What follows belongs to an exercise in optimizing a design on an open flow for small area, a short achievable clock period and few clock cycles per item; a production flow would make more cautious choices. Where RTL was checked, it was by simulation tests only, not by an equivalence proof against the original. Only the layout flow was run in runs 1 to 5; the RTL was not checked for function there.

==> flow/run.sh <==
#!/bin/bash
# The standard layout (the standard.sh, standard synthesis included), with the
# ports buffered by plain buffers instead of the delay buffers buffer_ports picks.
set -euo pipefail
export BUFFER_PORTS_ARGS="-buffer_cell sky130_fd_sc_hd__buf_1"
bash standard.sh > standard.log 2>&1
==> standard.sh <==
#!/bin/bash
# synth_recipe.tcl (not shown) runs the flow's synth.tcl, then flattens the netlist and writes it again
# the make line also repeats each setting of config.mk as NAME=value (left out here)
make -C /OpenROAD-flow-scripts/flow DESIGN_CONFIG=/design/flow/config.mk WORK_HOME=/design/flow/orfs CLKGATE_MAP_FILE= SYNTH_SCRIPT=/design/flow/synth_recipe.tcl "${@:-finish}"
==> config.mk <==
export PLATFORM = sky130hd
export DESIGN_NAME = AES
export DESIGN_NICKNAME = AES
export VERILOG_FILES = /design/flow/design.v
export SDC_FILE = /design/flow/constraint.sdc
export NUM_CORES = 4
export LEC_CHECK = 0
export CAP_MARGIN = 20
export CORE_MARGIN = 2
export CORE_UTILIZATION = 40
export SETUP_SLACK_MARGIN = 3.0
export SLEW_MARGIN = 20
export SYNTH_HIERARCHICAL = 1
export SYNTH_MINIMUM_KEEP_SIZE = 0
==> constraint.sdc <==
create_clock -name core_clock -period 5.0 [get_ports {clk}]
set_input_delay 1.0000 -clock core_clock [delete_from_list [all_inputs] [get_ports {clk}]]
set_output_delay 1.0000 -clock core_clock [all_outputs]
set_load 0.01 [all_outputs]
==> design.v <==
module g_a21oi(input A1, A2, B1, output Y);
    assign Y = (~A1&~B1) | (~A2&~B1);
endmodule
module g_a32oi(input A1, A2, A3, B1, B2, output Y);
    assign Y = (~A1&~B1) | (~A1&~B2) | (~A2&~B1) | (~A3&~B1) | (~A2&~B2) | (~A3&~B2);
endmodule
module g_clkinv(input A, output Y);
    assign Y = (~A);
endmodule
module g_nand2(input A, B, output Y);
    assign Y = (~A) | (~B);
endmodule
module g_nand2b(input A_N, B, output Y);
    assign Y = (A_N) | (~B);
endmodule
module g_nor2(input A, B, output Y);
    assign Y = (~A&~B);
endmodule
module g_o21ai(input A1, A2, B1, output Y);
    assign Y = (~A1&~A2) | (~B1);
endmodule
module g_o22ai(input A1, A2, B1, B2, output Y);
    assign Y = (~B1&~B2) | (~A1&~A2);
endmodule
module g_xor2(input A, B, output X);
    assign X = A ^ B;
endmodule
module NibbleSub(
    input [3:0] a,
    output [3:0] b
    );
    wire _00_, _01_, _02_, _03_, _04_, _05_, _06_, _07_, _08_, _09_, _10_, _11_, _12_, _13_;
    g_nand2b u0(.A_N(a[1]), .B(a[3]), .Y(_13_));
    g_clkinv u1(.A(a[0]), .Y(_00_));
    g_nand2 u2(.A(_00_), .B(a[2]), .Y(_01_));
    g_clkinv u3(.A(a[3]), .Y(_02_));
    g_nand2 u4(.A(_02_), .B(a[1]), .Y(_03_));
    g_nor2 u5(.A(_00_), .B(_03_), .Y(_04_));
    g_nand2 u6(.A(_13_), .B(_01_), .Y(_05_));
    g_o22ai u7(.A1(_13_), .A2(_01_), .B1(_04_), .B2(_05_), .Y(b[2]));
    g_nor2 u8(.A(_00_), .B(a[2]), .Y(_06_));
    g_a21oi u9(.A1(_00_), .A2(_13_), .B1(_06_), .Y(_07_));
    g_a21oi u10(.A1(_02_), .A2(a[1]), .B1(_07_), .Y(_08_));
    g_a21oi u11(.A1(a[2]), .A2(_04_), .B1(_08_), .Y(b[0]));
    g_o21ai u12(.A1(_00_), .A2(a[2]), .B1(_03_), .Y(_09_));
    g_o22ai u13(.A1(a[3]), .A2(a[2]), .B1(_00_), .B2(a[1]), .Y(_10_));
    g_nor2 u14(.A(_09_), .B(_10_), .Y(_11_));
    g_a21oi u15(.A1(_02_), .A2(_06_), .B1(_11_), .Y(b[3]));
    g_clkinv u16(.A(_05_), .Y(_12_));
    g_a32oi u17(.A1(a[3]), .A2(a[2]), .A3(_05_), .B1(_12_), .B2(_09_), .Y(b[1]));
endmodule
module key_generation(
    input  [15:0] k,
    input  [3:0]  r,
    output [15:0] p
    );
    wire [3:0] p4, p5, p6, p7, q23;
    g_xor2 x0[3:0] (.A(k[15:12]), .B(r),       .X(p4));
    g_xor2 x1[3:0] (.A(p4),       .B(k[11:8]), .X(p5));
    g_xor2 x2[3:0] (.A(p5),       .B(k[7:4]),  .X(p6));
    g_xor2 x3[3:0] (.A(k[7:4]),   .B(k[3:0]),  .X(q23));
    g_xor2 x4[3:0] (.A(p5),       .B(q23),     .X(p7));
    assign p = {p4, p5, p6, p7};
endmodule
module AES_datapath(
    input         load, busy, last,
    input  [15:0] s, t, p,
    input  [3:0]  sk,
    input  [15:0] data_input, input_vector, key,
    output [15:0] s_d, k_d
    );
    function [3:0] x2(input [3:0] a);
        x2 = {a[2:0], 1'b0} ^ {2'b00, a[3], a[3]};
    endfunction
    wire [3:0] u01 = x2(t[15:12] ^ t[11:8]) & {4{~last}};
    wire [3:0] u23 = x2(t[7:4] ^ t[3:0]) & {4{~last}};
    wire [15:0] m = t ^ {u01, u01, u23, u23};
    wire [15:0] kn = p ^ {4{sk}};
    assign k_d = load ? key : kn;
    wire [15:0] sn = (load ? (data_input ^ input_vector) : m) ^ k_d;
    assign s_d = (load | busy) ? sn : s;
endmodule
module AES(
    input clk,nrst,load,
    input [15:0] data_input,input_vector,key,
    input  [3:0] round_number,
    output [15:0] data_output,
    output finish
    );
    reg [15:0] s, k;
    reg [3:0]  r;
    reg        last, busy, fin;
    wire [3:0] t0, t1, t2, t3;
    NibbleSub ns0(.a(s[15:12]), .b(t0));
    NibbleSub ns1(.a(s[3:0]),   .b(t1));
    NibbleSub ns2(.a(s[7:4]),   .b(t2));
    NibbleSub ns3(.a(s[11:8]),  .b(t3));
    wire [3:0] sk;
    NibbleSub ns4(.a(k[3:0]), .b(sk));
    wire [15:0] p;
    key_generation kp(.k(k), .r(r), .p(p));
    wire [15:0] s_d, k_d;
    AES_datapath dp(.load(load), .busy(busy), .last(last), .s(s), .t({t0, t1, t2, t3}), .sk(sk), .p(p),
                    .data_input(data_input), .input_vector(input_vector), .key(key),
                    .s_d(s_d), .k_d(k_d));
    wire [3:0]  r_d = load ? 4'd1 : r + 4'd1;
    always @(posedge clk) begin
        s    <= s_d;
        k    <= k_d;
        r    <= r_d;
        last <= (r_d == round_number);
    end
    always @(posedge clk or negedge nrst) begin
        if (!nrst) begin
            busy <= 1'b0;
            fin  <= 1'b0;
        end else if (load) begin
            busy <= 1'b1;
            fin  <= 1'b0;
        end else if (busy & last) begin
            busy <= 1'b0;
            fin  <= 1'b1;
        end
    end
    assign data_output = s;
    assign finish = fin;
endmodule
==> impl_metrics.yaml, run 1 <==
clocking:
  clock_latency_ns: 0.30
  ctsHoldBuffers: 0
  clockRootBuffer: "clkbuf_8"
  clockBufferDepth: 2
  clock-sinks: 39
  cts_tree: "built"
  clk_pin_slew_worst_paths_ns: 0.09
  cts_htree_levels: 2
  cts_buffers: 5
place:
  dp_hpwl_mm: 5.295
  io_buffers: 71
  gp_congestion: 0.7875
timing:
  slew_headroom: 0.6669
  period_minus_slack_ns: 1.966
  fmax_ghz: 0.5086
  tns_ns: 0
  finClkSkew_ns: 0.009678
  rsz0062_at_grt: "true"
  hold_violations: 0
  fin_crit_sh: 0.3933
  drv_slew: 0
  tightest_slew_ns: 0.4990
  holdWs_ns: 0.4663
  setup_viol: 0
layout:
  fin_util: 0.5313
  layout-area-overhead-vs-synth_pct: 26.55
  final_common_cell: "buf_1"
  multi_input_area_sq_um: 2221
  antennaDiodeCount: 0
  layout_common_cells: "70 x buf_1, 69 x xnor2_1, 30 x xor2_1"
  drive_above_1_share: 0.2422
  fillers: 657
  seq_area_sq_um: 815.8
  layout.nets: 472
routing:
  first_pass_iters: 5
  wl_per_cell_um: 13.64
  detail-route-antenna-nets: 0
  vias: 2538
  drt_iter0_drc: 78
  routed_wl_mm: 6.999
  viasPerCell: 4.947
  drc: 0
synthesis:
  synthDistinctLibCells: 32
  synth_area_leader_cell: "dfxtp_1"
  synth_area_leaders: "dfxtp_1 26%, xnor2_1 21%, xor2_1 14%, a21oi_2 6.1%, a22oi_1 4.2%"
  synth.avg_cell_area_sq_um: 8.408
  syn-cell-area_sq_um: 2884
  synth_seq_area_share: 0.2742
  synthCells: 343
  synth-seq-cells: 39
  syn_nets: 399
  synth_top_area_share: 0.2568
  yosys_warnings: 8
job:
  drv_cap: 0
global_route:
  antenna_found_initial: 0
  grt_first_pass_wirelength_mm: 10.54
  first_global_vias: 2250
  grt_max_degree: 56
  grt-ovfl-total: 0
  grt_usage: 0.1741
worst_setup_path:
  cp-end-kind: "register"
  timing.critical_path.arrival_ns: 2.15
  cp-start-kind: "register"
  crit_fanout: 6
  cp.required_ns: 5.18
  criticalPathCategory: "register to register"
die:
  design.core.area_sq_um: 6869
  floorplan.initialDensity: 0.4199
  die_h_um: 88.91
  ios: 72
  dieArea_sq_um: 7905
  fp-row-count: 30
  dieWidth_um: 88.91
hold_path:
  hold_class: "primary input to async pin"
outcome:
  status: "finished clean"
-- modules after synthesis, one instance, submodules excluded, excerpt --
module | times used | cells inside | flip-flops and latches
g_clkinv | 15 | 1 | 0
g_nand2 | 15 | 1 | 0
g_a32oi | 5 | 1 | 0
AES | 1 | 63 | 39
AES_datapath | 1 | 170 | 0
g_a21oi | 20 | 1 | 0
g_xor2 | 20 | 1 | 0
g_o21ai | 5 | 1 | 0
-- metal layers --
layer  vias up  part of all wire  routed length, um  track usage
met3         2             0.043                298      0.03139
met5         -                 0                  0            0
met2        57              0.49               3406       0.2836
met4         0            0.0024                 17      0.03306
met1      1190              0.47               3277       0.2436
li1       1289                 -                  -            -
-- path summary, 6_finish.rpt --
path                       startpoint     to  slack (ns)  cells after the start
max                             s[15]  s[12]        3.03                     10
min                              nrst   busy        0.47                      1
max reg2reg                     s[15]  s[12]        3.03                     10
min reg2reg                       fin    fin        0.50                      2
max in group asynchronous        nrst    fin        4.40                      1
min in group core_clock           fin    fin        0.50                      2
-- repair_timing --
item / 4_1_cts / 5_1_grt
setup endpoints to repair: 17 / 20
gates resized for setup: 11 / 58
hold endpoints to repair: 0 / 0
pin swaps: 0 / 7
setup buffers: 0 / 5
-- registers in the layout (all words and copies together), names as in the netlist --
signal / count
r: 4
busy: 1
s: 16
fin: 1
k: 16
last: 1
-- area by class of cell --
type                       count  area share
multi-input combinational    277      0.6085
sequential                    39      0.2235
timing repair buffer          77     0.09016
tap                           96     0.03291
clock buffer                   7     0.02640
inverter                      16     0.01646
clock inverter                 1    0.002057
-- synth_stat cells --
master	number
xor2_1	45
xnor2_1	69
nand3_2	1
mux2_2	4
a21oi_1	1
clkbuf_1	2
nor4b_1	1
a32oi_1	5
nor2_2	1
and2b_1	2
o21ai_0	13
a22oi_1	16
a31oi_1	1
buf_6	1
nand2_1	27
dfxtp_1	37
or2b_1	1
ha_1	1
buf_4	1
nor2b_1	3
and3_1	1
inv_1	16
buf_2	6
clkbuf_2	1
nor2_1	25
o21ai_1	22
o22ai_1	10
a21o_1	1
dfrtp_1	2
a21oi_2	20
nand2b_1	6
mux2_4	1
-- stage by stage --
stage	cell area, sq um	worst slack, ns	instances
after global placement	3218	2.321	500
after detailed placement	3218	2.217	500
after floorplan	2884	3.077	343
after global routing	3650	2.931	513
after CTS	3373	2.998	508
final	3650	3.034	513
-- worst max-delay path: stages (launching register included) --
cell and delay, ns:
dfxtp_2 0.36, inv_1 0.13, nand2_1 0.08, o21ai_1 0.13, nor2_1 0.08, a21oi_2 0.19, xor2_1 0.24, and2b_2 0.22
xor2_2 0.20, xnor2_1 0.14, o21ai_1 0.08
-- cell families after synthesis --
logic type               Yosys count  share of synthesized area
XOR/XNOR                         114                     0.3462
flip-flops                        39                     0.2742
buffers and inverters             27                    0.04208
adder cells (fa/ha/maj)            1                   0.004338
AO/OA/AOI/OAI                     89                     0.2065
AND/OR/NAND/NOR                   68                     0.1059
multiplexers                       5                    0.02082
==> inputs of run 2 (changes only) <==
--- a/config.mk
+++ b/config.mk
@@ -8,7 +8,7 @@
 export CAP_MARGIN = 20
 export CORE_MARGIN = 2
 export CORE_UTILIZATION = 40
-export SETUP_SLACK_MARGIN = 3.0
+export SETUP_SLACK_MARGIN = 3.1
 export SLEW_MARGIN = 20
 export SYNTH_HIERARCHICAL = 1
 export SYNTH_MINIMUM_KEEP_SIZE = 0
==> run 2 against run 1 <==
  * Still clean on timing, DRC and antenna
  * First-iteration DRC count up 28%
  * Core utilization is 5.9 points higher
  * Register-to-register slack improved by 0.09 ns
  * Worst hold slack gained 0.0073 ns
  * Cell count is 2.7% higher
  * Clock-buffer cell count decreased by 2
  * Setup slack improved by 0.073 ns
  * Highest routed layer unchanged
==> impl_metrics.yaml, run 2 <==
synthesis:
  synth.avg_cell_area_sq_um: 8.408
  syn_nets: 399
  synth_top_area_share: 0.2568
  synthFlopType: "dfxtp_1"
  yosys_warnings: 8
  synth-async-reset-ratio: 0.05128
  synth-seq-cells: 39
  synth_seq_area_share: 0.2742
  synthTopCellsByCount: "69 x xnor2_1, 45 x xor2_1, 37 x dfxtp_1, 27 x nand2_1, 25 x nor2_1"
  synth.most_common_cell: "xnor2_1"
  synth-edff-count: 0
  synth_area_leaders: "dfxtp_1 26%, xnor2_1 21%, xor2_1 14%, a21oi_2 6.1%, a22oi_1 4.2%"
  synth_area_leader_cell: "dfxtp_1"
  synthCells: 343
  syn-cell-area_sq_um: 2884
  synthDistinctLibCells: 32
worst_setup_path:
  critical_path_buf_inv_count: 1
  reg2reg_slack_ns: 3.12
  criticalPathCategory: "register to primary output"
  cp-end-kind: "primary output"
  r2r-end: "s[2]"
  slowest_stage: "dfxtp_2"
  crit_fanout: 6
  cp_cell_sequence: "buf_1"
  critPathTopFamily: "flip-flops"
  cp.required_ns: 4.00
  slowest_delay_ns: 0.42
  r2r-start: "s[9]"
  timing.critical_path.arrival_ns: 0.89
  crit_start: "s[1]"
  cp-start-kind: "register"
  ff2ff_path_depth: 9
routing:
  first_pass_iters: 4
  vias: 2572
  routed_wl_mm: 7.658
  drt_iter0_drc: 100
  wl_per_cell_um: 14.53
  detail-route-antenna-nets: 0
  viasPerCell: 4.880
  drc: 0
global_route:
  grt_max_degree: 56
  grt_usage: 0.1914
  antenna_found_initial: 0
  grt_first_pass_wirelength_mm: 11.44
  first_global_vias: 2307
  grt-ovfl-total: 0
layout:
  top_regs: "k (16), s (16), r (4)"
  drive_above_1_share: 0.3875
  layout-area-overhead-vs-synth_pct: 40.61
  fillers: 609
  multi_input_area_sq_um: 2459
  antennaDiodeCount: 0
  seq_area_sq_um: 854.6
  layout_common_cells: "68 x xnor2_1, 64 x buf_1, 22 x xor2_1"
  final_common_cell: "xnor2_1"
  fin_util: 0.5903
  layout.nets: 486
clocking:
  clockBufferDepth: 2
  cts_buffers: 5
  clk_pin_slew_worst_paths_ns: 0.09
  clockRootBuffer: "clkbuf_8"
  cts_tree: "built"
  cts_htree_levels: 2
  clock-sinks: 39
  clock_latency_ns: 0.31
  ctsHoldBuffers: 0
timing:
  period_minus_slack_ns: 1.893
  fin_crit_sh: 0.3786
  slew_headroom: 0.6799
  fmax_ghz: 0.5282
  finClkSkew_ns: 0.01059
  hold_violations: 0
  drv_slew: 0
  tns_ns: 0
  setup_viol: 0
  rsz0062_at_grt: "true"
  tightest_slew_ns: 0.4795
place:
  io_buffers: 71
  gp_congestion: 0.7459
  dp_hpwl_mm: 5.445
die:
  floorplan.initialDensity: 0.4199
  fp-row-count: 30
  ios: 72
  die_h_um: 88.91
  design.core.area_sq_um: 6869
  dieWidth_um: 88.91
  dieArea_sq_um: 7905
outcome:
  status: "finished clean"
job:
  drv_cap: 0
hold_path:
  hold_class: "primary input to async pin"
## run 2: per-layer routing
| layer | track usage | vias up | part of all wire |
|---|---|---|---|
| met3 | 0.02308 | 8 | 0.029 |
| met4 | 0.06198 | 0 | 0.013 |
| met1 | 0.2697 | 1196 | 0.47 |
| li1 | - | 1319 | - |
| met2 | 0.3060 | 49 | 0.49 |
| met5 | 0 | - | 0 |
## run 2: area by class of cell
type / instances / area share
Clock buffer: 5 / 0.01697
Sequential cell: 39 / 0.2107
Tap cell: 96 / 0.02962
Inverter: 16 / 0.01851
Multi-Input combinational cell: 277 / 0.6063
Clock inverter: 3 / 0.003703
Timing Repair Buffer: 91 / 0.1142
## run 2: Yosys stat by module (local to each module, per instance), excerpt
module | times used | flip-flops and latches | cell area [sq um]
AES | 1 | 39 | 957.2
AES_datapath | 1 | 0 | 1245
g_a21oi | 20 | 0 | 8.758
g_a32oi | 5 | 0 | 8.758
g_nand2 | 15 | 0 | 3.754
g_nand2b | 5 | 0 | 6.256
g_o22ai | 10 | 0 | 6.256
## run 2: per-stage QoR
step	std cells	area [sq um]	hold slack, ns	setup slack [ns]
after CTS	515	3586	0.4733	3.060
after global routing	527	4055	0.4711	3.004
after floorplan	343	2887	0.4988	3.121
after detailed placement	500	3218	0.4932	2.264
final	527	4055	0.4736	3.107
after global placement	500	3218	0.4914	2.378
## run 2: logic make-up after synthesis
logic type / count (synthesis) / share of synthesized area
xor gates and xnor gates: 114 / 0.3462
AOI/OAI and AO/OA: 89 / 0.2065
and+or+nand+nor: 68 / 0.1059
DFF: 39 / 0.2742
buffers and inverters: 27 / 0.04208
muxes: 5 / 0.02082
adders and majority gates: 1 / 0.004338
## run 2: worst max path at each step
stage,endpoint,slack [ns],cells after the start
finish,data_output[1],3.11,1
global route,s[2],3.00,9
CTS,s[0],3.06,9
detailed placement,s[5],2.26,5
global placement,s[5],2.38,5
floorplan,k[13],3.12,4
## run 2: timing repair
action,in CTS,in global routing
endpoints found under the setup margin,33,26
pin swaps,7,27
gates cloned,0,0
buffers inserted,7,12
gates resized for setup,57,103
==> inputs of run 3 (changes only) <==
--- a/config.mk
+++ b/config.mk
@@ -8,7 +8,7 @@
 export CAP_MARGIN = 20
 export CORE_MARGIN = 2
 export CORE_UTILIZATION = 40
-export SETUP_SLACK_MARGIN = 3.1
+export SETUP_SLACK_MARGIN = 2.8
 export SLEW_MARGIN = 20
 export SYNTH_HIERARCHICAL = 1
 export SYNTH_MINIMUM_KEEP_SIZE = 0
==> run 3 against run 2 <==
  * Cell area is 17% lower
  * Core utilization fell by 10 points
  * Highest routed layer unchanged
  * Largest cell class unchanged
  * Still clean
  * Critical path type is now register to register
==> impl_metrics.yaml, run 3 <==
worst_setup_path:
  slowest_delay_ns: 0.37
  cp.required_ns: 5.18
  cp-start-kind: "register"
  timing.critical_path.arrival_ns: 2.23
  crit_fanout: 6
  cp_cell_sequence: "inv_1 > nand2_1 > o21ai_1 > nor2_1 > a21oi_2 > xor2_1 > and2b_1 > xor2_1 > xnor2_1 > o21ai_1"
  criticalPathCategory: "register to register"
  cp-end-kind: "register"
  slowest_stage: "dfxtp_1"
routing:
  viasPerCell: 4.943
  drc: 0
  detail-route-antenna-nets: 0
  first_pass_iters: 5
  drt_iter0_drc: 94
  vias: 2511
  wl_per_cell_um: 13.28
  routed_wl_mm: 6.748
clocking:
  clock_latency_ns: 0.30
  clk_pin_slew_worst_paths_ns: 0.08
  cts_htree_levels: 2
  post_cts_buffers: 0
  ctsHoldBuffers: 0
  clockRootBuffer: "clkbuf_8"
  cts_buffers: 5
  cts_tree: "built"
  cts_resized: 1
  clock-sinks: 39
  clockBufferDepth: 2
timing:
  slew_headroom: 0.6452
  fin_crit_sh: 0.4104
  tns_ns: 0
  period_minus_slack_ns: 2.052
  finClkSkew_ns: 0.006853
  setup_viol: 0
  fmax_ghz: 0.4873
  hold_violations: 0
  tightest_slew_ns: 0.5321
  rsz0062_at_grt: "true"
  drv_slew: 0
hold_path:
  hold_class: "primary input to async pin"
place:
  dp_hpwl_mm: 5.295
  place_area_sq_um: 3218
  io_buffers: 71
  gp_congestion: 0.7875
synthesis:
  synth-async-reset-ratio: 0.05128
  yosys_warnings: 8
  synth_area_leaders: "dfxtp_1 26%, xnor2_1 21%, xor2_1 14%, a21oi_2 6.1%, a22oi_1 4.2%"
  synth_area_leader_cell: "dfxtp_1"
  synth-seq-cells: 39
  synth-edff-count: 0
  synthCells: 343
  synth_top_area_share: 0.2568
  synth.avg_cell_area_sq_um: 8.408
  syn-cell-area_sq_um: 2884
  syn_nets: 399
  synthFlopType: "dfxtp_1"
  synth.most_common_cell: "xnor2_1"
  synthTopCellsByCount: "69 x xnor2_1, 45 x xor2_1, 37 x dfxtp_1, 27 x nand2_1, 25 x nor2_1"
  synth_seq_area_share: 0.2742
  synthDistinctLibCells: 32
die:
  die_h_um: 88.91
  design.core.area_sq_um: 6869
  dieWidth_um: 88.91
  dieArea_sq_um: 7905
  floorplan.initialDensity: 0.4199
  ios: 72
  fp-row-count: 30
global_route:
  grt_usage: 0.1724
  use_met1: 0.2419
  grt-ovfl-total: 0
  met3_usage: 0.03139
  grt.busiest_layer: "met2"
  grt_first_pass_wirelength_mm: 10.45
  antenna_found_initial: 0
  grt_use_met2: 0.2795
  grt_max_degree: 56
  first_global_vias: 2237
layout:
  layout-area-overhead-vs-synth_pct: 16.31
  fin_area_sq_um: 3354
  drive_above_1_share: 0.1019
  final_common_cell: "buf_1"
  fillers: 693
  layout.nets: 467
  fin_util: 0.4883
  antennaDiodeCount: 0
  top_regs: "k (16), s (16), r (4)"
  layout_common_cells: "70 x buf_1, 69 x xnor2_1, 44 x xor2_1"
job:
  drv_cap: 0
outcome:
  status: "finished clean"
-- run 3: cell counts after synthesis --
No cell type changed its count.
-- run 3: layer usage --
layer / share of wire / routed length (um)
met2: 0.48 / 3217
met1: 0.47 / 3201
met3: 0.043 / 293
met4: 0.0053 / 36
met5: 0 / 0
-- run 3: cells by family (layout without fill, tap and decap cells) --
logic type,count (synthesis),in the layout,synth area share
adders and majority gates,1,1,0.004338
AOI/OAI and AO/OA,89,89,0.2065
and+or+nand+nor,68,68,0.1059
buffers and inverters,27,96,0.04208
muxes,5,5,0.02082
DFF,39,39,0.2742
xor gates and xnor gates,114,114,0.3462
-- run 3: final cells by class --
class                      count  area, sq um  share of cell area
timing repair buffer          72        275.3             0.08206
clock buffer                   7        96.34             0.02872
inverter                      16        60.06             0.01790
clock inverter                 1        7.507            0.002238
sequential                    39        790.8              0.2357
multi-input combinational    277         2004              0.5975
tap                           96        120.1             0.03581
-- run 3: path summary, 6_finish.rpt --
path,cells past startpoint,startpoint,end,slack [ns]
setup reg to reg,10,s[11],s[4],2.95
hold reg to reg,2,fin,fin,0.50
hold / removal,1,nrst,busy,0.47
max in group asynchronous,1,nrst,fin,4.40
min in group core_clock,2,fin,fin,0.50
setup / recovery,10,s[11],s[4],2.95
-- run 3: Yosys stat by module, one instance, submodules excluded, excerpt --
module	cell area, sq um	copies in the design
AES_datapath	1245	1
AES	957.2	1
g_a21oi	8.758	20
g_a32oi	8.758	5
g_xor2	8.758	20
g_nand2b	6.256	5
g_o22ai	6.256	10
g_o21ai	5.005	5
g_clkinv	3.754	15
g_nand2	3.754	15
g_nor2	3.754	15
-- run 3: critical path: cells and delay by family (launching register included) --
kind                      cells  cell delay, ns
and+or+nand+nor               3            0.37
AOI/OAI and AO/OA             3            0.39
DFF                           1            0.37
xor gates and xnor gates      3            0.67
buffers and inverters         1            0.14
-- run 3: per-stage QoR --
| step | setup WS, ns | cells | hold slack (ns) |
|---|---|---|---|
| final | 2.948 | 508 | 0.4672 |
| after global routing | 2.782 | 508 | 0.4778 |
| after CTS | 2.826 | 508 | 0.4672 |
| after detailed placement | 2.217 | 500 | 0.4977 |
| after global placement | 2.321 | 500 | 0.4952 |
| after floorplan | 3.077 | 343 | 0.4988 |
==> inputs of run 4 (changes only) <==
--- a/config.mk
+++ b/config.mk
@@ -8,7 +8,7 @@
 export CAP_MARGIN = 20
 export CORE_MARGIN = 2
 export CORE_UTILIZATION = 40
-export SETUP_SLACK_MARGIN = 2.8
+export SETUP_SLACK_MARGIN = 2.6
 export SLEW_MARGIN = 20
 export SYNTH_HIERARCHICAL = 1
 export SYNTH_MINIMUM_KEEP_SIZE = 0
==> run 4 against run 3 <==
  * Worst hold slack got worse by 0.0028 ns
  * Still clean on timing, DRC and antenna
  * Flip-flop and latch count is the same
  * Clock-buffer cell count unchanged
  * Wire length is 0.22% lower
  * Largest cell class unchanged
  * Critical endpoint is now s[14]
==> impl_metrics.yaml, run 4 <==
synthesis:
  synthDistinctLibCells: 32
  synth.most_common_cell: "xnor2_1"
  synth.avg_cell_area_sq_um: 8.408
  synthCells: 343
  yosys_warnings: 8
  synth-seq-cells: 39
  synth-edff-count: 0
  synth_area_leader_cell: "dfxtp_1"
  synth-async-reset-ratio: 0.05128
  synthTopCellsByCount: "69 x xnor2_1, 45 x xor2_1, 37 x dfxtp_1, 27 x nand2_1, 25 x nor2_1"
  synth_area_leaders: "dfxtp_1 26%, xnor2_1 21%, xor2_1 14%, a21oi_2 6.1%, a22oi_1 4.2%"
  syn_nets: 399
  synth_seq_area_share: 0.2742
  syn-cell-area_sq_um: 2884
  synthFlopType: "dfxtp_1"
  synth_top_area_share: 0.2568
worst_setup_path:
  cp-end-kind: "register"
  slowest_stage: "nand2b_1"
  cp_cell_sequence: "clkbuf_2 > buf_4 > nand2b_1 > o21ai_0"
  slowest_delay_ns: 0.59
  timing.critical_path.arrival_ns: 2.32
  cp.required_ns: 5.16
  criticalPathCategory: "primary input to register"
  cp-start-kind: "primary input"
  crit_fanout: 55
layout:
  final_common_cell: "buf_1"
  layout_common_cells: "70 x buf_1, 69 x xnor2_1, 44 x xor2_1"
  layout.nets: 467
  layout-area-overhead-vs-synth_pct: 15.53
  drive_above_1_share: 0.09466
  antennaDiodeCount: 0
  fin_area_sq_um: 3332
  top_regs: "k (16), s (16), r (4)"
clocking:
  ctsHoldBuffers: 0
  cts_htree_levels: 2
  clock-sinks: 39
  cts_buffers: 5
  clock_latency_ns: 0.30
  clockRootBuffer: "clkbuf_8"
  clk_pin_slew_worst_paths_ns: 0.09
  clockBufferDepth: 2
  cts_tree: "built"
global_route:
  grt-ovfl-total: 0
  antenna_found_initial: 0
  grt_max_degree: 56
  first_global_vias: 2237
  grt_usage: 0.1724
  grt_first_pass_wirelength_mm: 10.45
place:
  gp_congestion: 0.7875
  dp_hpwl_mm: 5.295
  io_buffers: 71
  place_area_sq_um: 3218
  pre_cts_ws_ns: 2.217
timing:
  finClkSkew_ns: 0.01033
  fin_crit_sh: 0.4316
  fmax_ghz: 0.4634
  fin_ws_ns: 2.842
  setup_viol: 0
  tightest_slew_ns: 0.7367
  rsz0062_at_grt: "false"
  tns_ns: 0
  slew_headroom: 0.5083
  period_minus_slack_ns: 2.158
  hold_violations: 0
  drv_slew: 0
routing:
  wl_per_cell_um: 13.25
  drc: 0
  viasPerCell: 4.923
  detail-route-antenna-nets: 0
  drt_iter0_drc: 104
  routed_wl_mm: 6.733
  vias: 2501
  first_pass_iters: 4
die:
  die_h_um: 88.91
  design.core.area_sq_um: 6869
  dieArea_sq_um: 7905
  fp-row-count: 30
  dieWidth_um: 88.91
  floorplan.initialDensity: 0.4199
  ios: 72
hold_path:
  hold_class: "primary input to async pin"
job:
  drv_cap: 0
outcome:
  status: "finished clean"
## run 4: cell counts after synthesis
No cell type changed its count.
## run 4: cell families after synthesis
family / Yosys count / share of synthesized area
adder cells (fa/ha/maj): 1 / 0.004338
flip-flops: 39 / 0.2742
buffers and inverters: 27 / 0.04208
AO/OA/AOI/OAI: 89 / 0.2065
multiplexers: 5 / 0.02082
XOR/XNOR: 114 / 0.3462
AND/OR/NAND/NOR: 68 / 0.1059
## run 4: what timing repair did
action / in CTS / in global routing
buffers inserted: 0 / 0
gates resized for setup: 1 / 1
endpoints found under the setup margin: 15 / 1
## run 4: worst paths after layout
| kind | from | end | slack (ns) | depth (start not counted) |
|---|---|---|---|---|
| min reg2reg | fin | fin | 0.50 | 2 |
| min | nrst | busy | 0.46 | 1 |
| max | load | s[14] | 2.84 | 4 |
| min in group core_clock | fin | fin | 0.50 | 2 |
| max reg2reg | k[1] | s[13] | 2.87 | 7 |
| max in group asynchronous | nrst | fin | 4.40 | 1 |
## run 4: routing by layer
layer | wire length [um] | global-route usage | up-vias
li1 | - | - | 1293
met2 | 3202 | 0.2795 | 54
met4 | 39 | 0.03306 | 0
met3 | 275 | 0.03139 | 4
met1 | 3215 | 0.2419 | 1150
met5 | 0 | 0 | -
## run 4: critical path, delay by kind of cell
kind                   cells  cell delay [ns]
AO/OA/AOI/OAI              1             0.21
AND/OR/NAND/NOR            1             0.59
buffers and inverters      2             0.51
## run 4: modules after synthesis (local to each module, per instance), a selection
| module | cells | copies in the design | cell area, sq um | flip-flops and latches |
|---|---|---|---|---|
| g_nand2b | 1 | 5 | 6.256 | 0 |
| AES | 63 | 1 | 957.2 | 39 |
| g_a21oi | 1 | 20 | 8.758 | 0 |
| g_clkinv | 1 | 15 | 3.754 | 0 |
| g_nand2 | 1 | 15 | 3.754 | 0 |
| g_xor2 | 1 | 20 | 8.758 | 0 |
| g_a32oi | 1 | 5 | 8.758 | 0 |
| g_o21ai | 1 | 5 | 5.005 | 0 |
| g_nor2 | 1 | 15 | 3.754 | 0 |
## run 4: cell type report
type	instances	area [sq um]
clock buffer	7	96.34
clock inverter	1	7.507
fill	688	3537
inverter	16	60.06
multi-input combinational	277	1982
sequential	39	790.8
tap	96	120.1
timing repair buffer	72	275.3
## run 4: metrics by stage
step | std cells | hold WS (ns) | utilization
2_1_floorplan | 343 | 0.4988 | -
3_3_place_gp | 500 | 0.4952 | 0.4685
3_5_place_dp | 500 | 0.4977 | 0.4685
4_1_cts | 508 | 0.4672 | 0.4840
5_1_grt | 508 | 0.4778 | 0.4851
6_report | 508 | 0.4644 | 0.4851
==> inputs of run 5 (changes only) <==
--- a/config.mk
+++ b/config.mk
@@ -8,7 +8,7 @@
 export CAP_MARGIN = 20
 export CORE_MARGIN = 2
 export CORE_UTILIZATION = 40
-export SETUP_SLACK_MARGIN = 2.6
+export SETUP_SLACK_MARGIN = 2.9
 export SLEW_MARGIN = 20
 export SYNTH_HIERARCHICAL = 1
 export SYNTH_MINIMUM_KEEP_SIZE = 0
==> run 5 against run 4 <==
  * Sequential share of layout area fell by 0.67 points
  * Fmax rose by 6.0%
  * Setup slack better by 0.12 ns
  * Area after synthesis did not move
  * Cell area increased by 3.9%
  * Cell count stayed put
  * Register-to-register slack better by 0.15 ns
  * Critical path depth down 3
  * Critical path type is now register to primary output
==> impl_metrics.yaml, run 5 <==
routing:
  drc: 0
  routed_wl_mm: 6.807
  vias: 2519
  detail-route-antenna-nets: 0
  viasPerCell: 4.959
  drt_iter0_drc: 78
  wl_per_cell_um: 13.40
  first_pass_iters: 4
worst_setup_path:
  critical_path_buf_inv_count: 1
  cp.required_ns: 4.00
  cp-end-kind: "primary output"
  timing.critical_path.arrival_ns: 1.04
  cp_cell_sequence: "buf_1"
  ff2ff_path_depth: 9
  cp-start-kind: "register"
  slowest_stage: "dfxtp_1"
  slowest_delay_ns: 0.53
  r2r-start: "s[8]"
  criticalPathCategory: "register to primary output"
  critPathTopFamily: "flip-flops"
  r2r-end: "s[4]"
  reg2reg_slack_ns: 3.02
  crit_fanout: 8
place:
  gp_congestion: 0.7875
  io_buffers: 71
  dp_hpwl_mm: 5.295
global_route:
  grt_usage: 0.1734
  grt-ovfl-total: 0
  antenna_found_initial: 0
  first_global_vias: 2244
  grt_first_pass_wirelength_mm: 10.51
  grt_max_degree: 56
timing:
  tns_ns: 0
  drv_slew: 0
  holdWs_ns: 0.4681
  finClkSkew_ns: 0.006885
  tightest_slew_ns: 0.5370
  rsz0062_at_grt: "true"
  slew_headroom: 0.6420
  period_minus_slack_ns: 2.035
  fmax_ghz: 0.4914
  fin_crit_sh: 0.4070
  hold_violations: 0
  setup_viol: 0
clocking:
  ctsHoldBuffers: 0
  clk_pin_slew_worst_paths_ns: 0.08
  cts_buffers: 5
  cts_tree: "built"
  clockRootBuffer: "clkbuf_8"
  clockBufferDepth: 2
  post_cts_buffers: 0
  clock-sinks: 39
  cts_htree_levels: 2
  clock_latency_ns: 0.30
synthesis:
  syn-cell-area_sq_um: 2884
  synthCells: 343
  synth_area_leader_cell: "dfxtp_1"
  synth.avg_cell_area_sq_um: 8.408
  synthFlopType: "dfxtp_1"
  synth_seq_area_share: 0.2742
  synth_top_area_share: 0.2568
  syn_nets: 399
  yosys_warnings: 8
  synth-async-reset-ratio: 0.05128
  synth.most_common_cell: "xnor2_1"
  synthDistinctLibCells: 32
  synthTopCellsByCount: "69 x xnor2_1, 45 x xor2_1, 37 x dfxtp_1, 27 x nand2_1, 25 x nor2_1"
  synth_area_leaders: "dfxtp_1 26%, xnor2_1 21%, xor2_1 14%, a21oi_2 6.1%, a22oi_1 4.2%"
  synth-edff-count: 0
  synth-seq-cells: 39
layout:
  layout-area-overhead-vs-synth_pct: 20.00
  antennaDiodeCount: 0
  layout_common_cells: "70 x buf_1, 69 x xnor2_1, 37 x xor2_1"
  top_regs: "k (16), s (16), r (4)"
  fillers: 680
  final_common_cell: "buf_1"
  layout.nets: 467
  drive_above_1_share: 0.1505
die:
  floorplan.initialDensity: 0.4199
  fp-row-count: 30
  dieArea_sq_um: 7905
  ios: 72
  die_h_um: 88.91
  dieWidth_um: 88.91
  design.core.area_sq_um: 6869
hold_path:
  hold_class: "primary input to async pin"
outcome:
  status: "finished clean"
job:
  drv_cap: 0
[run 5: changes by cell type in the layout (fill, tap and decap cells not counted), moves of 2 or more]
cell	change
o21ai_0	-2
dfxtp_1	-6
o22ai_2	+2
a32oi_1	-4
a32oi_2	+3
dfxtp_2	+6
o22ai_1	-2
xor2_2	+7
xor2_1	-7
[run 5: through the flow]
stage | instance area, sq um | util | cells | worst slack (ns)
3_3_place_gp | 3218 | 0.4685 | 500 | 2.321
6_report | 3461 | 0.5038 | 508 | 2.965
5_1_grt | 3461 | 0.5038 | 508 | 2.863
3_5_place_dp | 3218 | 0.4685 | 500 | 2.217
4_1_cts | 3342 | 0.4865 | 508 | 2.906
2_1_floorplan | 2884 | - | 343 | 3.077
[run 5: modules after synthesis (local to each module, per instance), excerpt]
module | cells | area [sq um]
AES | 63 | 957.2
AES_datapath | 170 | 1245
g_a21oi | 1 | 8.758
g_a32oi | 1 | 8.758
g_clkinv | 1 | 3.754
g_nand2 | 1 | 3.754
g_nand2b | 1 | 6.256
g_nor2 | 1 | 3.754
g_o21ai | 1 | 5.005
g_o22ai | 1 | 6.256
g_xor2 | 1 | 8.758
[run 5: layout make-up]
| type | instances | area (sq um) | area share |
|---|---|---|---|
| clock buffer | 7 | 96.34 | 0.02784 |
| clock inverter | 1 | 7.507 | 0.002169 |
| inverter | 16 | 60.06 | 0.01735 |
| multi-input combinational | 277 | 2103 | 0.6077 |
| sequential | 39 | 798.3 | 0.2307 |
| tap | 96 | 120.1 | 0.03471 |
| timing repair buffer | 72 | 275.3 | 0.07954 |
[run 5: per-layer routing]
layer	routed length [um]	track usage	vias to the layer above	share of wire
li1	-	-	1287	-
met1	3246	0.2426	1178	0.48
met2	3245	0.2822	50	0.48
met3	267	0.03139	4	0.039
met4	48	0.03306	0	0.0071
met5	0	0	-	0
[run 5: cell families after synthesis]
group / after synthesis / share of synthesized area
DFF: 39 / 0.2742
xor gates and xnor gates: 114 / 0.3462
adders and majority gates: 1 / 0.004338
buffers and inverters: 27 / 0.04208
AOI/OAI and AO/OA: 89 / 0.2065
muxes: 5 / 0.02082
and+or+nand+nor: 68 / 0.1059
[run 5: worst max-delay path by stage]
stage | startpoint | to | slack (ns) | cells past startpoint
floorplan | load | k[13] | 3.08 | 4
global placement | load | s[8] | 2.32 | 5
detailed placement | load | s[1] | 2.22 | 5
CTS | r[0] | s[4] | 2.91 | 7
global route | s[8] | s[6] | 2.86 | 10
finish | s[2] | data_output[2] | 2.96 | 1
[run 5: repair_timing]
action	CTS	global route
gates cloned	0	0
pin swaps	0	1
endpoints found under the hold margin	0	0
resized for setup	4	25
setup endpoints to repair	16	16
==> inputs of run 6 (changes only) <==
--- a/design.v
+++ b/design.v
@@ -76,9 +76,10 @@
     wire [3:0] u23 = x2(t[7:4] ^ t[3:0]) & {4{~last}};
     wire [15:0] m = t ^ {u01, u01, u23, u23};
     wire [15:0] kn = p ^ {4{sk}};
-    assign k_d = load ? key : kn;
-    wire [15:0] sn = (load ? (data_input ^ input_vector) : m) ^ k_d;
-    assign s_d = (load | busy) ? sn : s;
+    wire        run = load | busy;
+    assign k_d = (load ? key : kn) & {16{run}};
+    wire [15:0] x = load ? (data_input ^ input_vector) : (busy ? m : s);
+    assign s_d = x ^ k_d;
 endmodule
 module AES(
     input clk,nrst,load,
==> run 6 against run 5 <==
  * Still clean on timing, DRC and antenna
  * Flip-flop and latch count did not move
  * Clock skew down 0.0025 ns
  * Register-to-register slack about the same
  * First-iteration DRC count up 28%
  * Non-clock buffer count grew 6
==> impl_metrics.yaml, run 6 <==
die:
  fp-row-count: 30
  dieWidth_um: 88.23
  dieArea_sq_um: 7784
  floorplan.initialDensity: 0.4154
  die_h_um: 88.23
  design.core.area_sq_um: 6832
  ios: 72
worst_setup_path:
  crit_fanout: 6
  cp.required_ns: 5.17
  cp-start-kind: "register"
  timing.critical_path.arrival_ns: 2.16
  slowest_stage: "dfxtp_2"
  cpMostUsedCell: "xnor2_1"
  cp_cell_sequence: "nand2b_1 > nand2_2 > inv_1 > a32oi_4 > xnor2_1 > nor2_1 > xor2_1 > o221ai_1 > xnor2_1"
  critPathTopFamily: "simple AND/OR/NAND/NOR gates"
  slowest_delay_ns: 0.36
  critical_path_buf_inv_count: 1
  criticalPathCategory: "register to register"
  cp-end-kind: "register"
clocking:
  clk_pin_slew_worst_paths_ns: 0.07
  cts_buffers: 5
  clock-sinks: 39
  cts_tree: "built"
  ctsHoldBuffers: 0
  clockRootBuffer: "clkbuf_8"
  clock_latency_ns: 0.28
  clockBufferDepth: 2
  cts_htree_levels: 2
synthesis:
  synthMuxAreaShare: 0.005291
  synth_compound_area_frac: 0.2116
  synth.most_common_cell: "xnor2_1"
  synth_top_family_by_area: "XOR/XNOR gates"
  synth.avg_cell_area_sq_um: 8.202
  synth_area_leaders: "dfxtp_1 26%, xnor2_1 17%, xor2_1 12%, nand2_1 6.9%, a21oi_2 6.2%"
  synthFlopType: "dfxtp_1"
  yosys_warnings: 8
  syn_nets: 402
  syn-cell-area_sq_um: 2838
  synthCells: 346
  synthXorXnorAreaFrac: 0.2901
  synthSimpleGateAreaFrac: 0.1504
  synth-seq-cells: 39
  synthDistinctLibCells: 35
  synth_area_leader_cell: "dfxtp_1"
  synthTopCellsByCount: "55 x xnor2_1, 52 x nand2_1, 39 x xor2_1, 37 x dfxtp_1, 23 x nor2_1"
  synthAdderAreaFrac: 0.004409
  synth-async-reset-ratio: 0.05128
  synth_seq_area_share: 0.2787
  synth-edff-count: 0
  synth_top_area_share: 0.2610
timing:
  rsz0062_at_grt: "true"
  tns_ns: 0
  fin_crit_sh: 0.3986
  tightest_slew_ns: 0.6178
  hold_violations: 0
  finClkSkew_ns: 0.004379
  setup_viol: 0
  slew_headroom: 0.5881
  period_minus_slack_ns: 1.993
  fmax_ghz: 0.5018
  holdWs_ns: 0.4882
  drv_slew: 0
routing:
  detail-route-antenna-nets: 0
  viasPerCell: 4.996
  vias: 2563
  wl_per_cell_um: 14.08
  routed_wl_mm: 7.225
  drc: 0
  drt_iter0_drc: 100
  first_pass_iters: 4
hold_path:
  hold_class: "primary input to async pin"
outcome:
  status: "finished clean"
global_route:
  first_global_vias: 2335
  grt_max_degree: 49
  grt-ovfl-total: 0
  grt_usage: 0.1837
  grt_first_pass_wirelength_mm: 11.18
  antenna_found_initial: 0
layout:
  fin_cells: 513
  top_regs: "k (16), s (16), r (4)"
  final_common_cell: "buf_1"
  layout.nets: 473
  antennaDiodeCount: 0
  layout_common_cells: "70 x buf_1, 53 x xnor2_1, 50 x nand2_1"
  drive_above_1_share: 0.2086
  fin_util: 0.5117
  layout-area-overhead-vs-synth_pct: 23.19
place:
  io_buffers: 71
  gp_congestion: 0.8213
  dp_cells: 498
  dp_hpwl_mm: 5.335
job:
  drv_cap: 0
-- run 6: cell count changes after synthesis, sizes merged, moves of 3 or more --
cell / before / now
nand2: 27 / 52
a22oi: 16 / 0
xnor2: 69 / 55
o221ai: 0 / 12
o21ai: 35 / 27
xor2: 45 / 39
mux2: 5 / 1
nor3b: 0 / 4
o22ai: 10 / 14
o311ai: 0 / 4
clkbuf: 3 / 6
nor2: 26 / 23
-- run 6: cell families after synthesis --
group | count (synthesis)
adder cells (fa/ha/maj) | 1
buffers and inverters | 31
AND/OR/NAND/NOR | 95
XOR/XNOR | 94
AO/OA/AOI/OAI | 85
flip-flops | 39
multiplexers | 1
-- run 6: final timing paths --
path,from,endpoint,slack [ns],cells past startpoint
setup / recovery,s[13],s[10],3.01,9
hold / removal,nrst,fin,0.49,1
setup reg to reg,s[13],s[10],3.01,9
hold reg to reg,fin,fin,0.51,2
max in group asynchronous,nrst,busy,4.39,1
min in group core_clock,fin,fin,0.51,2
-- run 6: final cells by class --
cell class	count	area, sq um
clock buffers	6	82.58
clock inverters	1	5.005
fillers	700	3336
inverters	16	60.06
multi-input cells	277	2096
flip-flops and latches	39	809.5
well taps	96	120.1
repair buffers	78	322.8
-- run 6: routing by layer --
layer / track usage / vias up / wire length, um
met4: 0.03857 / 0 / 60
met1: 0.2734 / 1174 / 3556
met3: 0.02985 / 7 / 427
met2: 0.2809 / 66 / 3180
met5: 0 / - / 0
li1: - / 1316 / -
-- run 6: metrics by stage --
stage               setup slack, ns  cell area [sq um]
floorplan                     3.046               2838
global route                  2.875               3496
finish                        3.007               3496
global placement              2.042               3117
detailed placement            2.020               3117
CTS                           2.906               3256
-- run 6: Yosys stat by module, one instance, submodules excluded, excerpt --
| module | times used | cell area (sq um) |
|---|---|---|
| AES_datapath | 1 | 1199 |
| g_o22ai | 10 | 6.256 |
| g_a21oi | 20 | 8.758 |
| g_xor2 | 20 | 8.758 |
| g_a32oi | 5 | 8.758 |
| g_nand2b | 5 | 6.256 |
| g_nor2 | 15 | 3.754 |
| g_nand2 | 15 | 3.754 |
-- run 6: timing repair --
action	CTS	global route
resized for setup	6	48
gates cloned	1	0
pin swaps	1	3
setup buffers	1	6
setup endpoints to repair	33	16
Testbench counts of run 6, summed over its fixed seeds: cycles 1,935, items 192.
==> inputs of run 7 (changes only) <==
--- a/config.mk
+++ b/config.mk
@@ -7,8 +7,8 @@
 export LEC_CHECK = 0
 export CAP_MARGIN = 20
 export CORE_MARGIN = 2
-export CORE_UTILIZATION = 40
-export SETUP_SLACK_MARGIN = 2.9
+export CORE_UTILIZATION = 60
+export SETUP_SLACK_MARGIN = 2.8
 export SLEW_MARGIN = 20
 export SYNTH_HIERARCHICAL = 1
 export SYNTH_MINIMUM_KEEP_SIZE = 0
==> run 7 against run 6 <==
  * Core utilization rose by 19 points
  * Wire length down 4.8%
  * Non-clock buffer count down 7
  * Fmax shrank 4.6%
  * Worst hold slack got worse by 0.013 ns
  * Cell count shrank 9.4%
  * Critical path depth unchanged
  * Clock skew fell by 0.0013 ns
  * First-iteration DRC count rose by 70%
  * Area after synthesis unchanged
  * Critical path type unchanged
  * Critical endpoint unchanged
==> impl_metrics.yaml, run 7 <==
worst_setup_path:
  criticalPathCategory: "register to register"
  slowest_delay_ns: 0.50
  cp.required_ns: 5.18
  cp-start-kind: "register"
  slowest_stage: "dfxtp_1"
  crit_fanout: 6
  cp_cell_sequence: "nand2b_1 > nand2_1 > inv_1 > a32oi_2 > xnor2_1 > nor2_1 > xor2_1 > o221ai_1 > xnor2_1"
  timing.critical_path.arrival_ns: 2.27
  cp-end-kind: "register"
  cpMostUsedCell: "xnor2_1"
global_route:
  grt-ovfl-total: 0
  first_global_vias: 2297
  grt_first_pass_wirelength_mm: 10.94
  grt_max_degree: 49
  grt_usage: 0.2668
  antenna_found_initial: 0
timing:
  slew_headroom: 0.5978
  fin_crit_sh: 0.4178
  fmax_ghz: 0.4787
  hold_violations: 0
  finClkSkew_ns: 0.003051
  period_minus_slack_ns: 2.089
  tightest_slew_ns: 0.6033
  tns_ns: 0
  rsz0062_at_grt: "true"
  setup_viol: 0
  drv_slew: 0
job:
  drv_cap: 0
place:
  gp_congestion: 0.9296
  io_buffers: 71
  dp_hpwl_mm: 4.962
routing:
  detail-route-antenna-nets: 0
  viasPerCell: 5.508
  drc: 0
  routed_wl_mm: 6.875
  wl_per_cell_um: 14.78
  drt_iter0_drc: 170
  vias: 2561
  first_pass_iters: 4
hold_path:
  hold_class: "primary input to async pin"
clocking:
  clockRootBuffer: "clkbuf_8"
  post_cts_buffers: 0
  cts_buffers: 5
  clockBufferDepth: 2
  cts_tree: "built"
  clock-sinks: 39
  clock_latency_ns: 0.29
  cts_htree_levels: 2
  clk_pin_slew_worst_paths_ns: 0.08
synthesis:
  synth-edff-count: 0
  synthFlopType: "dfxtp_1"
  synthAdderAreaFrac: 0.004409
  synth_top_family_by_area: "XOR/XNOR gates"
  synthTopCellsByCount: "55 x xnor2_1, 52 x nand2_1, 39 x xor2_1, 37 x dfxtp_1, 23 x nor2_1"
  synth-seq-cells: 39
  syn_nets: 402
  synth.avg_cell_area_sq_um: 8.202
  synthCells: 346
  synth-async-reset-ratio: 0.05128
  synth_top_area_share: 0.2610
  synthDistinctLibCells: 35
  synth_area_leaders: "dfxtp_1 26%, xnor2_1 17%, xor2_1 12%, nand2_1 6.9%, a21oi_2 6.2%"
  synth_area_leader_cell: "dfxtp_1"
  synthXorXnorAreaFrac: 0.2901
  synthSimpleGateAreaFrac: 0.1504
  yosys_warnings: 8
  synth.most_common_cell: "xnor2_1"
  synthMuxAreaShare: 0.005291
  syn-cell-area_sq_um: 2838
  synth_seq_area_share: 0.2787
  synth_compound_area_frac: 0.2116
die:
  floorplan.initialDensity: 0.6130
  dieWidth_um: 72.77
  dieArea_sq_um: 5295
  die_h_um: 72.77
  fp-row-count: 25
  ios: 72
  design.core.area_sq_um: 4629
outcome:
  status: "finished clean"
layout:
  fin_util: 0.7014
  seq_area_sq_um: 797.0
  layout.nets: 466
  layout_common_cells: "70 x buf_1, 55 x xnor2_1, 52 x nand2_1"
  antennaDiodeCount: 0
  top_regs: "k (16), s (16), r (4)"
  multi_input_area_sq_um: 1948
  layout-area-overhead-vs-synth_pct: 14.42
  fillers: 413
  final_common_cell: "buf_1"
  drive_above_1_share: 0.1241
## run 7: final timing paths
kind                            startpoint     to  slack [ns]  depth (start not counted)
worst max-delay path                  s[3]  s[10]        2.91                          9
worst min-delay path                  nrst    fin        0.48                          1
worst max register to register        s[3]  s[10]        2.91                          9
worst min register to register         fin    fin        0.50                          2
max in group asynchronous             nrst   busy        4.39                          1
min in group core_clock                fin    fin        0.50                          2
## run 7: cell families (layout without fill, tap and decap cells)
logic type               Yosys count  in the layout
AO/OA/AOI/OAI                     85             85
AND/OR/NAND/NOR                   95             96
adder cells (fa/ha/maj)            1              1
buffers and inverters             31             95
flip-flops                        39             39
multiplexers                       1              1
XOR/XNOR                          94             94
## run 7: area by class of cell
cell class / instances / area share
Sequential cell: 39 / 0.2455
Multi-Input combinational cell: 277 / 0.6000
Timing Repair Buffer: 71 / 0.08324
Clock buffer: 7 / 0.02967
Tap cell: 54 / 0.02081
Clock inverter: 1 / 0.002312
Inverter: 16 / 0.01850
## run 7: per-stage QoR
stage          instances  hold WS, ns  setup slack (ns)  area [sq um]
3_3_place_gp         456       0.4837             2.047          3064
5_1_grt              465       0.4750             2.769          3247
3_5_place_dp         456       0.4836             1.943          3064
2_1_floorplan        346       0.4697             3.046          2838
6_report             465       0.4754             2.911          3247
4_1_cts              465       0.4737             2.872          3184
## run 7: critical path: cells and delay by family, from the launching register on
family / cells / cell delay [ns]
flops: 1 / 0.50
xor+xnor: 3 / 0.46
simple gates: 3 / 0.49
buf+inv: 1 / 0.07
compound gates: 2 / 0.45
## run 7: layer usage
layer,track usage,wire (um)
met2,0.3929,3133
met3,0.04558,424
met1,0.3938,3227
met5,0,0
met4,0.08848,90
## run 7: per-module statistics from Yosys (local to each module, per instance), excerpt
module        copies in the design  flip-flops and latches  cells inside  area (sq um)
AES_datapath                     1                       0           173          1199
g_a21oi                         20                       0             1         8.758
g_a32oi                          5                       0             1         8.758
g_clkinv                        15                       0             1         3.754
g_nand2                         15                       0             1         3.754
g_nand2b                         5                       0             1         6.256
g_nor2                          15                       0             1         3.754
g_o22ai                         10                       0             1         6.256
g_xor2                          20                       0             1         8.758
## run 7: timing repair
action,in CTS,in global routing
resized for setup,2,17
setup endpoints to repair,33,10
cloned,1,0
hold buffers,0,0
==> inputs of run 8 (changes only) <==
--- a/config.mk
+++ b/config.mk
@@ -7,7 +7,7 @@
 export LEC_CHECK = 0
 export CAP_MARGIN = 20
 export CORE_MARGIN = 2
-export CORE_UTILIZATION = 60
+export CORE_UTILIZATION = 75
 export SETUP_SLACK_MARGIN = 2.8
 export SLEW_MARGIN = 20
 export SYNTH_HIERARCHICAL = 1
==> run 8 against run 7 <==
  * First-iteration DRC count is 32% higher
  * Die area is 19% lower
  * Wire length is 19% higher
  * Register-to-register slack worse by 0.07 ns
  * Core utilization is 21 points higher
  * Clock-buffer cell count is 2 lower
  * Synthesized cell count stayed put
  * Largest cell class unchanged
==> impl_metrics.yaml, run 8 <==
worst_setup_path:
  timing.critical_path.arrival_ns: 2.35
  cp-start-kind: "register"
  cp.required_ns: 5.19
  crit_fanout: 6
  cp-end-kind: "register"
  criticalPathCategory: "register to register"
layout:
  top_regs: "k (16), s (16), r (4)"
  drive_above_1_share: 0.1391
  antennaDiodeCount: 0
  layout.nets: 472
  fin_util: 0.9139
  seq_area_sq_um: 798.3
  fillers: 156
  layout_common_cells: "70 x buf_1, 54 x xnor2_1, 52 x nand2_1"
  layout-area-overhead-vs-synth_pct: 17.90
  final_common_cell: "buf_1"
  multi_input_area_sq_um: 1963
  fin_area_sq_um: 3346
routing:
  drt_iter0_drc: 225
  routed_wl_mm: 8.148
  drc: 0
  vias: 2872
  detail-route-antenna-nets: 0
  first_pass_iters: 5
  wl_per_cell_um: 17.52
  viasPerCell: 6.176
hold_path:
  hold_class: "primary input to async pin"
synthesis:
  synth_area_leader_cell: "dfxtp_1"
  synth_compound_area_frac: 0.2116
  synthAdderAreaFrac: 0.004409
  synthFlopType: "dfxtp_1"
  yosys_warnings: 8
  syn_nets: 402
  synth-async-reset-ratio: 0.05128
  synth_seq_area_share: 0.2787
  synthTopCellsByCount: "55 x xnor2_1, 52 x nand2_1, 39 x xor2_1, 37 x dfxtp_1, 23 x nor2_1"
  synth_area_leaders: "dfxtp_1 26%, xnor2_1 17%, xor2_1 12%, nand2_1 6.9%, a21oi_2 6.2%"
  synthXorXnorAreaFrac: 0.2901
  synth_top_family_by_area: "XOR/XNOR gates"
  synth.avg_cell_area_sq_um: 8.202
  synthCells: 346
  synth_top_area_share: 0.2610
  synthDistinctLibCells: 35
  synth-edff-count: 0
  synthMuxAreaShare: 0.005291
  synth.most_common_cell: "xnor2_1"
  synth-seq-cells: 39
  synthSimpleGateAreaFrac: 0.1504
  syn-cell-area_sq_um: 2838
die:
  dieWidth_um: 65.51
  die_h_um: 65.51
  floorplan.initialDensity: 0.7751
  fp-row-count: 22
  dieArea_sq_um: 4292
  ios: 72
  design.core.area_sq_um: 3661
global_route:
  antenna_found_initial: 0
  grt_max_degree: 48
  grt_usage: 0.3561
  grt-ovfl-total: 0
  grt_first_pass_wirelength_mm: 11.61
  first_global_vias: 2494
timing:
  slew_headroom: 0.5663
  drv_slew: 0
  tightest_slew_ns: 0.6505
  rsz0062_at_grt: "true"
  period_minus_slack_ns: 2.159
  fmax_ghz: 0.4631
  fin_ws_ns: 2.841
  tns_ns: 0
  hold_violations: 0
  finClkSkew_ns: 0.008045
  setup_viol: 0
  fin_crit_sh: 0.4319
job:
  drv_cap: 0
clocking:
  cts_tree: "built"
  clockRootBuffer: "clkbuf_8"
  ctsHoldBuffers: 0
  clock_latency_ns: 0.30
  cts_htree_levels: 2
  clk_pin_slew_worst_paths_ns: 0.08
  clockBufferDepth: 2
  cts_buffers: 5
  clock-sinks: 39
outcome:
  status: "finished clean"
place:
  io_buffers: 71
  place_area_sq_um: 3057
  pre_cts_ws_ns: 2.034
  gp_congestion: 0.8915
  dp_hpwl_mm: 5.047
-- run 8: what timing repair did --
action                                  in CTS  in global routing
hold endpoints to repair                     0                  0
endpoints found under the setup margin      32                 14
gates resized for setup                      2                 18
buffers inserted                             0                  6
gates cloned                                 0                  1
pin swaps                                    0                  0
-- run 8: cell families after synthesis --
family	after synthesis
multiplexers	1
AO/OA/AOI/OAI	85
buffers and inverters	31
adder cells (fa/ha/maj)	1
AND/OR/NAND/NOR	95
XOR/XNOR	94
flip-flops	39
-- run 8: worst max-delay path, stage by stage, from the launching register on --
cell and delay, ns:
dfxtp_1 0.45, nand2b_1 0.22, nand2_1 0.13, o22ai_1 0.36, xnor2_1 0.11, nor2_1 0.20, xor2_1 0.21, o221ai_1 0.20
xnor2_1 0.16
-- run 8: area by class of cell --
class,count,area share
clock buffers,5,0.02057
inverters,16,0.01795
multi-input cells,277,0.5868
well taps,48,0.01795
flip-flops and latches,39,0.2386
clock inverters,3,0.02019
repair buffers,77,0.09798
-- run 8: per-module statistics from Yosys, one instance, submodules excluded, excerpt --
module    cells  flops+latches  times used  area (sq um)
g_clkinv      1              0          15         3.754
g_xor2        1              0          20         8.758
AES          63             39           1         957.2
g_o22ai       1              0          10         6.256
g_a21oi       1              0          20         8.758
g_o21ai       1              0           5         5.005
-- run 8: worst paths after layout --
kind / cells after the start / slack (ns) / endpoint / start
min in group core_clock: 2 / 0.53 / fin / fin
max reg2reg: 8 / 2.84 / s[11] / s[1]
min: 1 / 0.46 / fin / nrst
max: 8 / 2.84 / s[11] / s[1]
min reg2reg: 2 / 0.53 / fin / fin
max in group asynchronous: 1 / 4.42 / busy / nrst
-- run 8: per-layer routing --
layer | vias to the layer above | GRT usage | routed length [um] | part of all wire
met3 | 41 | 0.07877 | 779 | 0.096
met2 | 195 | 0.5753 | 3875 | 0.48
li1 | 1314 | - | - | -
met1 | 1322 | 0.4724 | 3204 | 0.39
met4 | 0 | 0.1172 | 287 | 0.035
met5 | - | 0 | 0 | 0
-- run 8: per-stage QoR --
step / hold slack [ns] / instances
6_report: 0.4612 / 465
2_1_floorplan: 0.4697 / 346
3_3_place_gp: 0.4776 / 450
4_1_cts: 0.4624 / 458
3_5_place_dp: 0.4988 / 450
5_1_grt: 0.4519 / 465

## separate check: timing with driven ports
In the flow no input, the clock included, has a driving cell. The finished layouts below were timed again as built, in two steps. Step 1 assumes that a clkbuf_16 drives the clock port and a buf_2 every other input. Step 2 adds t to the input delays and takes it off the output delays; t is the mean of the earliest and latest rising clock arrival at the registers after step 1. Input paths then give back, and output paths get back, about the clock's delay inside the block. Slacks: ideal / step 1 / step 2; pairs: ideal / step 1.
run	shift t [ns]	setup WS [ns]	worst hold slack (ns)
run 1	0.319	3.034 / 3.034 / 2.787	0.466 / 0.464 / 0.502
run 2	0.329	3.107 / 3.079 / 2.861	0.474 / 0.471 / 0.501
run 3	0.320	2.948 / 2.948 / 2.676	0.467 / 0.464 / 0.502
run 4	0.319	2.842 / 2.844 / 2.525	0.464 / 0.462 / 0.502
run 5	0.320	2.965 / 2.937 / 2.675	0.468 / 0.465 / 0.502
run 6	0.304	3.007 / 3.007 / 2.722	0.488 / 0.493 / 0.514
run 7	0.322	2.911 / 2.911 / 2.664	0.475 / 0.468 / 0.501
run 8	0.318	2.841 / 2.841 / 2.556	0.461 / 0.461 / 0.529
After both steps every run listed still meets setup and hold. The setup slack of run 4, which loses most, moves by +0.002 ns with the drivers and by -0.317 ns with both steps.
